Source: an optimization exercise on an open RTL-to-GDS flow (aim: small area and a short achievable clock period). Production flows keep margins and buffers that such runs may drop. At most, simulation tests tie the RTL to the original design; equivalence was not proved. Power and IR drop assume default switching activity.

==> build 94: inputs <==
==> flow/design.v (excerpt) <==
module iitb_proc (clk, reset, i_mem_addr, i_mem_data, reg1, reg2, reg3, reg4, reg5, reg6, reg7);
clock: 10.0 ns
lec_check: 0
cap_margin: 20
core_margin: 2
core_utilization: 30
place_density: 0.4
slew_margin: 20
run.sh (not shown) runs the stock make flow with config.mk's settings and CLKGATE_MAP_FILE= SYNTH_SCRIPT=/design/flow/synth_recipe.tcl, a recipe that flattens the netlist after the stock synthesis.
==> build 56: changes against build 94 <==
--- a/flow/design.v
+++ b/flow/design.v
@@ -12,39 +12,40 @@
 reg  [15:0] pc_d;
 reg  [4:0]  e_op;                
 reg  [2:0]  e_rc;
 reg         e_alu, e_compl;
 reg  [15:0] out_d1, out_d2, brj;
 reg         sig1_q, sig2_q;
 reg  [15:0] frm_q;
 reg  [15:0] alu_q;               
-reg  [6:0]  m_addr;
+reg  [5:0]  m_ei, m_oi;
+reg         m_a0;
 reg         m_rd, m_wr, m_wb, m_alu;
 reg  [2:0]  m_rc;
 reg         fc, fz;
 reg  [1:0]  wbdis;
 reg  [15:0] rd_data;             
 reg         w_wb, w_alu;
 reg  [2:0]  w_rc;
 reg  [15:0] R0;
 reg  [15:0] R1, R2, R3, R4, R5, R6, R7;
 assign i_mem_addr = R0;
 assign reg1 = R1; assign reg2 = R2; assign reg3 = R3; assign reg4 = R4;
 assign reg5 = R5; assign reg6 = R6; assign reg7 = R7;
 always @(posedge clk or posedge reset)
 	if (reset) begin
 		first <= 1'b1;
 		irf <= 16'd0;
-		pc_f <= 16'd0;
 	end else begin
 		first <= 1'b0;
 		irf <= first ? 16'd0 : i_mem_data;
-		pc_f <= R0;
-	end
+	end
+always @(posedge clk)
+	pc_f <= R0;
 wire [3:0] opc = irf[15:12];
 wire [2:0] fn = irf[2:0];
 wire d_hold = (opc == 4'b0010) && (fn[1:0] == 2'b11);
 reg  [4:0] dn_op;
 reg  [2:0] dn_ra, dn_rc;
 reg        dn_cimm;
 always @(*) begin
 	dn_op = 5'd0;
@@ -87,31 +88,29 @@
 	4'b1101: dn_op = 5'd24;
 	4'b1111: begin dn_op = 5'd25; dn_cimm = 1'b1; end
 	default: dn_rc = irf[5:3];
 	endcase
 end
 always @(posedge clk or posedge reset)
 	if (reset) begin
 		d_op <= 5'd0;
-		d_ra <= 3'd0;
 		d_rc <= 3'd0;
-		d_imm <= 9'd0;
-		d_cimm <= 1'b0;
-		pc_d <= 16'd0;
-	end else begin
-		if (!d_hold) begin
-			d_op <= dn_op;
-			d_ra <= dn_ra;
-			d_rc <= dn_rc;
-			d_imm <= irf[8:0];
-			d_cimm <= dn_cimm;
-		end
-		pc_d <= pc_f;
-	end
+	end else if (!d_hold) begin
+		d_op <= dn_op;
+		d_rc <= dn_rc;
+	end
+always @(posedge clk) begin
+	if (!d_hold) begin
+		d_ra <= dn_ra;
+		d_imm <= irf[8:0];
+		d_cimm <= dn_cimm;
+	end
+	pc_d <= pc_f;
+end
 wire [4:0]  f = d_op;
 wire [2:0]  ra = d_ra, rb = d_imm[8:6];
 wire        f_alu = (f != 5'd0) && (f < 5'd15);
 wire        f_jump = (f == 5'd23) || (f == 5'd24) || (f == 5'd25);
 wire        f_sw = (f == 5'd17);
 wire        f_lli = (f == 5'd15);
 wire        f_compl = (f == 5'd5) || (f == 5'd6) || (f == 5'd7) || (f == 5'd8) ||
                       (f == 5'd12) || (f == 5'd13) || (f == 5'd14);
@@ -133,57 +132,56 @@
 wire [2:0]  fw_rc = w_alu ? w_rc : m_alu ? m_rc : e_rc;
 wire [15:0] fw_val = w_alu ? rd_data : m_alu ? alu_q : alu_fwd;
 wire        sig1 = f_upd ? (fw_rc == ra) : sig1_q;
 wire        sig2 = f_upd ? (fw_rc == rb) : sig2_q;
 wire [15:0] frm = f_upd ? fw_val : frm_q;
 wire [15:0] d1n = sig1 ? frm : f_jump ? pc_d + 16'd2 : rA;
 wire [15:0] d2n = sig2 ? frm : f_sw ? rB + sext6 : d_cimm ? (f_lli ? zext9 : sext6) : rB;
 wire        bj;
+wire [15:0] pc_off = pc_d + {(f == 5'd23) ? zext9[14:0] : sext6[14:0], 1'b0};
 wire [15:0] r0n = first ? 16'd0 :
                   bj ? brj :
-                  (f == 5'd23) ? pc_d + {zext9[14:0], 1'b0} :
+                  (f == 5'd23) ? pc_off :
                   (f == 5'd24) ? rB :
                   (f == 5'd25) ? rA + {zext9[14:0], 1'b0} :
                   R0 + 16'd2;
 always @(posedge clk or posedge reset)
 	if (reset) begin
 		e_op <= 5'd0;
 		e_rc <= 3'd0;
 		e_alu <= 1'b0;
 		e_compl <= 1'b0;
-		out_d1 <= 16'd0;
-		out_d2 <= 16'd0;
-		brj <= 16'd0;
 		sig1_q <= 1'b0;
 		sig2_q <= 1'b0;
-		frm_q <= 16'd0;
 		R0 <= 16'd0;
 	end else begin
 		e_op <= f;
 		e_rc <= d_rc;
 		e_alu <= f_alu;
 		e_compl <= f_compl;
-		out_d1 <= d1n;
-		out_d2 <= d2n;
-		brj <= pc_d + {sext6[14:0], 1'b0};
 		sig1_q <= sig1;
 		sig2_q <= sig2;
-		frm_q <= frm;
 		R0 <= r0n;
 	end
+always @(posedge clk) begin
+	out_d1 <= d1n;
+	out_d2 <= d2n;
+	brj <= pc_off;
+	frm_q <= frm;
+end
 wire [15:0] wd = rd_data;
 always @(posedge clk) begin
-	if (reset) R1 <= 16'd1; else if (w_wb && w_rc == 3'd1) R1 <= wd;
-	if (reset) R2 <= 16'd2; else if (w_wb && w_rc == 3'd2) R2 <= wd;
-	if (reset) R3 <= 16'd3; else if (w_wb && w_rc == 3'd3) R3 <= wd;
-	if (reset) R4 <= 16'd4; else if (w_wb && w_rc == 3'd4) R4 <= wd;
-	if (reset) R5 <= 16'd5; else if (w_wb && w_rc == 3'd5) R5 <= wd;
-	if (reset) R6 <= 16'h8000; else if (w_wb && w_rc == 3'd6) R6 <= wd;
-	if (reset) R7 <= 16'h8000; else if (w_wb && w_rc == 3'd7) R7 <= wd;
+	if (reset || (w_wb && w_rc == 3'd1)) R1 <= reset ? 16'd1 : wd;
+	if (reset || (w_wb && w_rc == 3'd2)) R2 <= reset ? 16'd2 : wd;
+	if (reset || (w_wb && w_rc == 3'd3)) R3 <= reset ? 16'd3 : wd;
+	if (reset || (w_wb && w_rc == 3'd4)) R4 <= reset ? 16'd4 : wd;
+	if (reset || (w_wb && w_rc == 3'd5)) R5 <= reset ? 16'd5 : wd;
+	if (reset || (w_wb && w_rc == 3'd6)) R6 <= reset ? 16'h8000 : wd;
+	if (reset || (w_wb && w_rc == 3'd7)) R7 <= reset ? 16'h8000 : wd;
 end
 wire [4:0]  x = e_op;
 wire [15:0] op1 = out_d1, op2 = out_d2;
 wire        x_add = (x < 5'd9);
 wire        x_nand = (x > 5'd8) && (x < 5'd15);
 wire        x_jump = (x == 5'd23) || (x == 5'd24) || (x == 5'd25);
 wire        x_cc = (x == 5'd2) || (x == 5'd6) || (x == 5'd10) || (x == 5'd13);
 wire        x_cz = (x == 5'd3) || (x == 5'd7) || (x == 5'd11) || (x == 5'd14);
@@ -201,64 +199,74 @@
 wire        eq = (op1 == op2);
 wire        lt = (op1 < op2);
 assign bj = ((x == 5'd20) && eq) || ((x == 5'd21) && lt) || ((x == 5'd22) && (lt || eq));
 wire        wb_n = (wbdis == 2'd0) && ((x_cc && fc) || (x_cz && fz) || x_unc);
 wire        fc_n = (wbdis == 2'd0) ? (!e_compl && sum[16]) : fc;
 wire        fz_n = (wbdis != 2'd0) ? fz :
                    x_add ? (sum[15:0] == 16'd0) :
                    x_nand ? (nand_out == 16'd0) : fz;
-always @(posedge clk or posedge reset)
-	if (reset) begin
-		alu_q <= 16'd0;
-		m_addr <= 7'd0;
+wire [6:0]  maddr = (x == 5'd16) ? sum[6:0] : op2[6:0];
+always @(posedge clk or posedge reset)
+	if (reset) begin
 		m_rd <= 1'b0;
 		m_wr <= 1'b0;
 		m_wb <= 1'b0;
 		m_alu <= 1'b0;
-		m_rc <= 3'd0;
-		fc <= 1'b0;
-		fz <= 1'b0;
 		wbdis <= 2'd0;
 	end else begin
-		alu_q <= alu_n;
-		m_addr <= (x == 5'd16) ? sum[6:0] : op2[6:0];
 		m_rd <= (x == 5'd16);
 		m_wr <= (x == 5'd17);
 		m_wb <= wb_n;
 		m_alu <= e_alu;
-		m_rc <= e_rc;
-		fc <= fc_n;
-		fz <= fz_n;
 		wbdis <= bj ? 2'd3 : x_jump ? 2'd2 : (wbdis != 2'd0) ? wbdis - 2'd1 : 2'd0;
 	end
-wire [5:0] oi = m_addr[6:1];
-wire [5:0] ei = m_addr[6:1] + {5'd0, m_addr[0]};
-wire [7:0] wd_e = m_addr[0] ? alu_q[15:8] : alu_q[7:0];
-wire [7:0] wd_o = m_addr[0] ? alu_q[7:0] : alu_q[15:8];
+always @(posedge clk) begin
+	alu_q <= alu_n;
+	m_a0 <= maddr[0];
+	m_oi <= maddr[6:1];
+	m_ei <= maddr[6:1] + {5'd0, maddr[0]};
+	m_rc <= e_rc;
+	fc <= fc_n;
+	fz <= fz_n;
+end
+wire [5:0] oi = m_oi;
+wire [5:0] ei = m_ei;
+wire [7:0] wd_e = m_a0 ? alu_q[15:8] : alu_q[7:0];
+wire [7:0] wd_o = m_a0 ? alu_q[7:0] : alu_q[15:8];
 localparam [47:0] INIT_E = 48'h33_84_03_02_01_06;    
 localparam [47:0] INIT_O = 48'h99_40_20_80_40_00;    
 reg [511:0] ebank, obank;
-genvar j;
+wire [63:0] dec_e = 64'd1 << ei;
+wire [63:0] dec_o = 64'd1 << oi;
+genvar j, b;
 generate for (j = 0; j < 64; j = j + 1) begin : bank
 	always @(posedge clk) begin
-		if (reset || (m_wr && ei == j))
+		if (reset || (m_wr && dec_e[j]))
 			ebank[8*j +: 8] <= reset ? ((j < 6) ? INIT_E[8*j +: 8] : 8'd0) : wd_e;
-		if (reset || (m_wr && oi == j))
+		if (reset || (m_wr && dec_o[j]))
 			obank[8*j +: 8] <= reset ? ((j < 6) ? INIT_O[8*j +: 8] : 8'd0) : wd_o;
 	end
 end endgenerate
-wire [7:0] rd_e = ebank[8*ei +: 8];
-wire [7:0] rd_o = obank[8*oi +: 8];
-wire [15:0] rd_n = m_addr[0] ? {rd_e, rd_o} : {rd_o, rd_e};
-always @(posedge clk or posedge reset)
-	if (reset) begin
-		rd_data <= 16'd0;
+wire [7:0] rd_e, rd_o;
+generate for (b = 0; b < 8; b = b + 1) begin : rdbit
+	wire [63:0] ecol, ocol;
+	for (j = 0; j < 64; j = j + 1) begin : col
+		assign ecol[j] = ebank[8*j + b];
+		assign ocol[j] = obank[8*j + b];
+	end
+	assign rd_e[b] = |(ecol & dec_e);
+	assign rd_o[b] = |(ocol & dec_o);
+end endgenerate
+wire [15:0] rd_n = m_a0 ? {rd_e, rd_o} : {rd_o, rd_e};
+always @(posedge clk or posedge reset)
+	if (reset) begin
 		w_wb <= 1'b0;
 		w_alu <= 1'b0;
-		w_rc <= 3'd0;
-	end else begin
-		rd_data <= m_rd ? rd_n : alu_q;
+	end else begin
 		w_wb <= m_wb;
 		w_alu <= m_alu;
-		w_rc <= m_rc;
-	end
+	end
+always @(posedge clk) begin
+	rd_data <= m_rd ? rd_n : alu_q;
+	w_rc <= m_rc;
+end
 endmodule
==> flow/flow/run.sh (new file) <==
#!/bin/bash
# Layout flow: the standard ORFS flow (standard synthesis unchanged), with
# timing repair aimed below the 10 ns period so that the achieved period is short.
set -euo pipefail
cd "$(dirname "$0")/.."
bash standard.sh SETUP_SLACK_MARGIN=6.5 finish > flow_orfs.log 2>&1
==> flow/standard.sh (new file) <==
#!/bin/bash
# synth_recipe.tcl (not shown) runs the flow's synth.tcl, then flattens the netlist and writes it again
# the make line also repeats each setting of config.mk as NAME=value (left out here)
make -C /OpenROAD-flow-scripts/flow DESIGN_CONFIG=/design/flow/config.mk WORK_HOME=/design/flow/orfs CLKGATE_MAP_FILE= SYNTH_SCRIPT=/design/flow/synth_recipe.tcl "${@:-finish}"
Settings changed: ABC_CLOCK_PERIOD_IN_PS from default to 3500, CTS_CLUSTER_DIAMETER from default to 100, CTS_CLUSTER_SIZE from default to 30.
removed: flow/run.sh
==> trial 81: changes against build 94 <==
==> flow/design.v (replaced) <==
module iitb_proc (clk, reset, i_mem_addr, i_mem_data, reg1, reg2, reg3, reg4, reg5, reg6, reg7);
input clk, reset;
output [15:0] i_mem_addr;
input [15:0] i_mem_data;
output [15:0] reg1, reg2, reg3, reg4, reg5, reg6, reg7;
reg         first;               
reg  [15:0] irf, pc_f;           
reg  [4:0]  d_op;                
reg  [2:0]  d_ra, d_rc;
reg  [8:0]  d_imm;               
reg         d_cimm;
reg  [15:0] pc_d;
reg  [4:0]  e_op;                
reg  [2:0]  e_rc;
reg         e_alu, e_compl;
reg  [15:0] out_d1, out_d2, brj;
reg         sig1_q, sig2_q;
reg  [15:0] frm_q;
reg  [15:0] alu_q;               
reg  [5:0]  m_ei, m_oi;
reg         m_a0;
reg         m_wr, m_wb, m_alu;
reg         m_selo, m_sele, m_sela;    
reg  [2:0]  m_rc;
reg         fc, fz;
reg  [1:0]  wbdis;
reg  [15:0] rd_data;             
reg         w_wb, w_alu;
reg  [2:0]  w_rc;
reg  [15:0] R0;
reg  [15:0] R1, R2, R3, R4, R5, R6, R7;
assign i_mem_addr = R0;
assign reg1 = R1; assign reg2 = R2; assign reg3 = R3; assign reg4 = R4;
assign reg5 = R5; assign reg6 = R6; assign reg7 = R7;
always @(posedge clk or posedge reset)
	if (reset) begin
		first <= 1'b1;
		irf <= 16'd0;
	end else begin
		first <= 1'b0;
		irf <= first ? 16'd0 : i_mem_data;
	end
always @(posedge clk)
	pc_f <= R0;
wire [3:0] opc = irf[15:12];
wire [2:0] fn = irf[2:0];
wire d_hold = (opc == 4'b0010) && (fn[1:0] == 2'b11);
reg  [4:0] dn_op;
reg  [2:0] dn_ra, dn_rc;
reg        dn_cimm;
always @(*) begin
	dn_op = 5'd0;
	dn_ra = irf[11:9];
	dn_rc = irf[11:9];
	dn_cimm = 1'b0;
	case (opc)
	4'b0000: begin dn_op = 5'd0; dn_rc = irf[8:6]; dn_cimm = 1'b1; end
	4'b0001: begin
		dn_rc = irf[5:3];
		case (fn)
		3'b000: dn_op = 5'd1;
		3'b010: dn_op = 5'd2;
		3'b001: dn_op = 5'd3;
		3'b011: dn_op = 5'd4;
		3'b100: dn_op = 5'd5;
		3'b110: dn_op = 5'd6;
		3'b101: dn_op = 5'd7;
		default: dn_op = 5'd8;
		endcase
	end
	4'b0010: begin
		dn_rc = irf[5:3];
		case (fn)
		3'b000: dn_op = 5'd9;
		3'b010: dn_op = 5'd10;
		3'b001: dn_op = 5'd11;
		3'b100: dn_op = 5'd12;
		3'b110: dn_op = 5'd13;
		default: dn_op = 5'd14;
		endcase
	end
	4'b0011: begin dn_op = 5'd15; dn_ra = irf[8:6]; dn_cimm = 1'b1; end
	4'b0100: begin dn_op = 5'd16; dn_ra = irf[8:6]; dn_cimm = 1'b1; end
	4'b0101: begin dn_op = 5'd17; dn_cimm = 1'b1; end   
	4'b1000: dn_op = 5'd20;
	4'b1001: dn_op = 5'd21;
	4'b1010: dn_op = 5'd22;
	4'b1100: begin dn_op = 5'd23; dn_cimm = 1'b1; end
	4'b1101: dn_op = 5'd24;
	4'b1111: begin dn_op = 5'd25; dn_cimm = 1'b1; end
	default: dn_rc = irf[5:3];
	endcase
end
always @(posedge clk or posedge reset)
	if (reset) begin
		d_op <= 5'd0;
		d_rc <= 3'd0;
	end else if (!d_hold) begin
		d_op <= dn_op;
		d_rc <= dn_rc;
	end
always @(posedge clk) begin
	if (!d_hold) begin
		d_ra <= dn_ra;
		d_imm <= irf[8:0];
		d_cimm <= dn_cimm;
	end
	pc_d <= pc_f;
end
wire [4:0]  f = d_op;
wire [2:0]  ra = d_ra, rb = d_imm[8:6];
wire        f_alu = (f != 5'd0) && (f < 5'd15);
wire        f_jump = (f == 5'd23) || (f == 5'd24) || (f == 5'd25);
wire        f_sw = (f == 5'd17);
wire        f_lli = (f == 5'd15);
wire        f_compl = (f == 5'd5) || (f == 5'd6) || (f == 5'd7) || (f == 5'd8) ||
                      (f == 5'd12) || (f == 5'd13) || (f == 5'd14);
wire [15:0] sext6 = {{10{d_imm[5]}}, d_imm[5:0]};
wire [15:0] zext9 = {7'd0, d_imm};
reg [15:0] rA, rB;
always @(*) begin
	case (ra)
	3'd0: rA = R0; 3'd1: rA = R1; 3'd2: rA = R2; 3'd3: rA = R3;
	3'd4: rA = R4; 3'd5: rA = R5; 3'd6: rA = R6; default: rA = R7;
	endcase
	case (rb)
	3'd0: rB = R0; 3'd1: rB = R1; 3'd2: rB = R2; 3'd3: rB = R3;
	3'd4: rB = R4; 3'd5: rB = R5; 3'd6: rB = R6; default: rB = R7;
	endcase
end
wire [15:0] alu_fwd;
wire        f_upd = f_alu && (e_alu || m_alu || w_alu);
wire [2:0]  fw_rc = w_alu ? w_rc : m_alu ? m_rc : e_rc;
wire        sig1 = f_upd ? (fw_rc == ra) : sig1_q;
wire        sig2 = f_upd ? (fw_rc == rb) : sig2_q;
wire        fw_e = f_upd && !w_alu && !m_alu;
wire [15:0] frm_early = !f_upd ? frm_q : w_alu ? rd_data : alu_q;
wire [15:0] frm = fw_e ? alu_fwd : frm_early;
wire [15:0] d1_early = sig1 ? frm_early : f_jump ? pc_d + 16'd2 : rA;
wire [15:0] d2_early = sig2 ? frm_early : f_sw ? rB + sext6 : d_cimm ? (f_lli ? zext9 : sext6) : rB;
wire [15:0] d1n = (fw_e && sig1) ? alu_fwd : d1_early;
wire [15:0] d2n = (fw_e && sig2) ? alu_fwd : d2_early;
wire        bj;
wire [15:0] pc_off = pc_d + {(f == 5'd23) ? zext9[14:0] : sext6[14:0], 1'b0};
wire [15:0] r0n = first ? 16'd0 :
                  bj ? brj :
                  (f == 5'd23) ? pc_off :
                  (f == 5'd24) ? rB :
                  (f == 5'd25) ? rA + {zext9[14:0], 1'b0} :
                  R0 + 16'd2;
always @(posedge clk or posedge reset)
	if (reset) begin
		e_op <= 5'd0;
		e_rc <= 3'd0;
		e_alu <= 1'b0;
		e_compl <= 1'b0;
		sig1_q <= 1'b0;
		sig2_q <= 1'b0;
		R0 <= 16'd0;
	end else begin
		e_op <= f;
		e_rc <= d_rc;
		e_alu <= f_alu;
		e_compl <= f_compl;
		sig1_q <= sig1;
		sig2_q <= sig2;
		R0 <= r0n;
	end
always @(posedge clk) begin
	out_d1 <= d1n;
	out_d2 <= d2n;
	brj <= pc_off;
	frm_q <= frm;
end
wire [15:0] wd = rd_data;
always @(posedge clk) begin
	if (reset) R1 <= 16'd1; else if (w_wb && w_rc == 3'd1) R1 <= wd;
	if (reset) R2 <= 16'd2; else if (w_wb && w_rc == 3'd2) R2 <= wd;
	if (reset) R3 <= 16'd3; else if (w_wb && w_rc == 3'd3) R3 <= wd;
	if (reset) R4 <= 16'd4; else if (w_wb && w_rc == 3'd4) R4 <= wd;
	if (reset) R5 <= 16'd5; else if (w_wb && w_rc == 3'd5) R5 <= wd;
	if (reset) R6 <= 16'h8000; else if (w_wb && w_rc == 3'd6) R6 <= wd;
	if (reset) R7 <= 16'h8000; else if (w_wb && w_rc == 3'd7) R7 <= wd;
end
wire [4:0]  x = e_op;
wire [15:0] op1 = out_d1, op2 = out_d2;
wire        x_add = (x < 5'd9);
wire        x_nand = (x > 5'd8) && (x < 5'd15);
wire        x_jump = (x == 5'd23) || (x == 5'd24) || (x == 5'd25);
wire        x_cc = (x == 5'd2) || (x == 5'd6) || (x == 5'd10) || (x == 5'd13);
wire        x_cz = (x == 5'd3) || (x == 5'd7) || (x == 5'd11) || (x == 5'd14);
wire        x_unc = (x == 5'd0) || (x == 5'd1) || (x == 5'd4) || (x == 5'd5) || (x == 5'd8) ||
                    (x == 5'd9) || (x == 5'd12) || (x == 5'd15) || (x == 5'd16) ||
                    (x == 5'd23) || (x == 5'd24);
wire        cin = ((x == 5'd4) || (x == 5'd8)) && fc;
wire [15:0] opb = op2 ^ {16{e_compl}};
wire [15:0] cs_r = {14'd0, e_compl & cin, e_compl ^ cin};
wire [15:0] cs_s = op1 ^ opb ^ cs_r;
wire [16:0] cs_c = {(op1 & opb) | (op1 & cs_r) | (opb & cs_r), 1'b0};
wire [16:0] sum = {1'b0, cs_s} + cs_c;
wire [15:0] cs_p = cs_s ^ cs_c[15:0];
wire        sum_zero = (cs_p == {cs_s[14:0] | cs_c[14:0], 1'b0});
wire [15:0] opr2 = e_compl ? (~op2 + 16'd1) : op2;
wire [15:0] nand_out = ~(op1 & opr2);
assign alu_fwd = x_add ? sum[15:0] : nand_out;
wire [15:0] alu_n = x_add ? sum[15:0] : x_nand ? nand_out :
                    ((x == 5'd15) || (x == 5'd16)) ? op2 : op1;
wire        eq = (op1 == op2);
wire        lt = (op1 < op2);
assign bj = ((x == 5'd20) && eq) || ((x == 5'd21) && lt) || ((x == 5'd22) && (lt || eq));
wire        wb_n = (wbdis == 2'd0) && ((x_cc && fc) || (x_cz && fz) || x_unc);
wire        fc_n = (wbdis == 2'd0) ? (!e_compl && sum[16]) : fc;
wire        nand_zero = (op1 == 16'hffff) && (e_compl ? (op2 == 16'd1) : (op2 == 16'hffff));
wire        fz_n = (wbdis != 2'd0) ? fz :
                   x_add ? sum_zero :
                   x_nand ? nand_zero : fz;
wire [6:0]  maddr = (x == 5'd16) ? sum[6:0] : op2[6:0];
always @(posedge clk or posedge reset)
	if (reset) begin
		m_wr <= 1'b0;
		m_wb <= 1'b0;
		m_alu <= 1'b0;
		wbdis <= 2'd0;
	end else begin
		m_wr <= (x == 5'd17);
		m_wb <= wb_n;
		m_alu <= e_alu;
		wbdis <= bj ? 2'd3 : x_jump ? 2'd2 : (wbdis != 2'd0) ? wbdis - 2'd1 : 2'd0;
	end
always @(posedge clk) begin
	alu_q <= alu_n;
	m_sele <= (x == 5'd16) && !maddr[0];
	m_selo <= (x == 5'd16) && maddr[0];
	m_sela <= (x != 5'd16);
	m_a0 <= maddr[0];
	m_oi <= maddr[6:1];
	m_ei <= maddr[6:1] + {5'd0, maddr[0]};
	m_rc <= e_rc;
	fc <= fc_n;
	fz <= fz_n;
end
wire [5:0] oi = m_oi;
wire [5:0] ei = m_ei;
wire [7:0] wd_e = m_a0 ? alu_q[15:8] : alu_q[7:0];
wire [7:0] wd_o = m_a0 ? alu_q[7:0] : alu_q[15:8];
localparam [47:0] INIT_E = 48'h33_84_03_02_01_06;    
localparam [47:0] INIT_O = 48'h99_40_20_80_40_00;    
reg [511:0] ebank, obank;
wire [63:0] dec_e = 64'd1 << ei;
wire [63:0] dec_o = 64'd1 << oi;
genvar j, b;
generate for (j = 0; j < 64; j = j + 1) begin : bank
	always @(posedge clk) begin
		if (reset || (m_wr && dec_e[j]))
			ebank[8*j +: 8] <= reset ? ((j < 6) ? INIT_E[8*j +: 8] : 8'd0) : wd_e;
		if (reset || (m_wr && dec_o[j]))
			obank[8*j +: 8] <= reset ? ((j < 6) ? INIT_O[8*j +: 8] : 8'd0) : wd_o;
	end
end endgenerate
wire [7:0] rd_e, rd_o;
generate for (b = 0; b < 8; b = b + 1) begin : rdbit
	wire [63:0] ecol, ocol;
	for (j = 0; j < 64; j = j + 1) begin : col
		assign ecol[j] = ebank[8*j + b];
		assign ocol[j] = obank[8*j + b];
	end
	assign rd_e[b] = |(ecol & dec_e);
	assign rd_o[b] = |(ocol & dec_o);
end endgenerate
wire [15:0] rd_n = ({rd_o, rd_e} & {16{m_sele}}) | ({rd_e, rd_o} & {16{m_selo}}) |
                   (alu_q & {16{m_sela}});
always @(posedge clk or posedge reset)
	if (reset) begin
		w_wb <= 1'b0;
		w_alu <= 1'b0;
	end else begin
		w_wb <= m_wb;
		w_alu <= m_alu;
	end
always @(posedge clk) begin
	rd_data <= rd_n;
	w_rc <= m_rc;
end
endmodule
==> flow/flow/run.sh (new file) <==
#!/bin/bash
# Layout flow: the standard ORFS flow (standard synthesis unchanged), with
# timing repair aimed below the 10 ns period so that the achieved period is short.
set -euo pipefail
cd "$(dirname "$0")/.."
bash standard.sh SETUP_SLACK_MARGIN=6.5 finish > flow_orfs.log 2>&1
==> flow/standard.sh (new file) <==
#!/bin/bash
# synth_recipe.tcl (not shown) runs the flow's synth.tcl, then flattens the netlist and writes it again
# the make line also repeats each setting of config.mk as NAME=value (left out here)
make -C /OpenROAD-flow-scripts/flow DESIGN_CONFIG=/design/flow/config.mk WORK_HOME=/design/flow/orfs CLKGATE_MAP_FILE= SYNTH_SCRIPT=/design/flow/synth_recipe.tcl "${@:-finish}"
Settings changed: ABC_CLOCK_PERIOD_IN_PS from default to 3500, CTS_CLUSTER_DIAMETER from default to 80, CTS_CLUSTER_SIZE from default to 20.
removed: flow/run.sh
==> notes <==
The lowest combinational power belongs to trial 81, the highest to build 94.
Routed wire length, highest first: trial 81, build 56, build 94.
Between trial 81 and build 56, the lower synthesized area is in trial 81 (gap 0.43%, measured against build 56).
The highest cell count belongs to trial 81, the lowest to build 94.
The highest sequential share of layout area belongs to build 56, the lowest to build 94.
Of build 56 and build 94, build 56 has the higher non-clock buffer count (gap 229).
Function not checked in build 56 and trial 81: the RTL went through the layout flow alone.

[separate check: timing with driven ports]
How much do the figures lean on ideal ports? The routed layouts below were timed once more, with nothing changed but the port constraints. Step 1 assumes that a clkbuf_16 drives the clock port and a buf_2 every other input. Step 2 also shifts input and output timing later by t, the mid clock arrival at the registers, as if the neighbouring blocks saw the same clock. Three values: no drivers, after step 1, after step 2; two values: the first two.
run | t, ns | slack for setup (ns) | latest minus earliest clock arrival (ns)
build 94 | 0.879 | 4.925 / 4.925 / 4.925 | 0.051 / 0.051
build 56 | 0.824 | 6.309 / 6.309 / 5.877 | 0.073 / 0.073
trial 81 | 0.867 | 6.161 / 6.161 / 5.709 | 0.056 / 0.055
After both steps every run listed still meets setup and hold. For trial 81, which loses most, drivers alone change the setup slack by 0.000 ns; drivers and shift together by -0.452 ns.
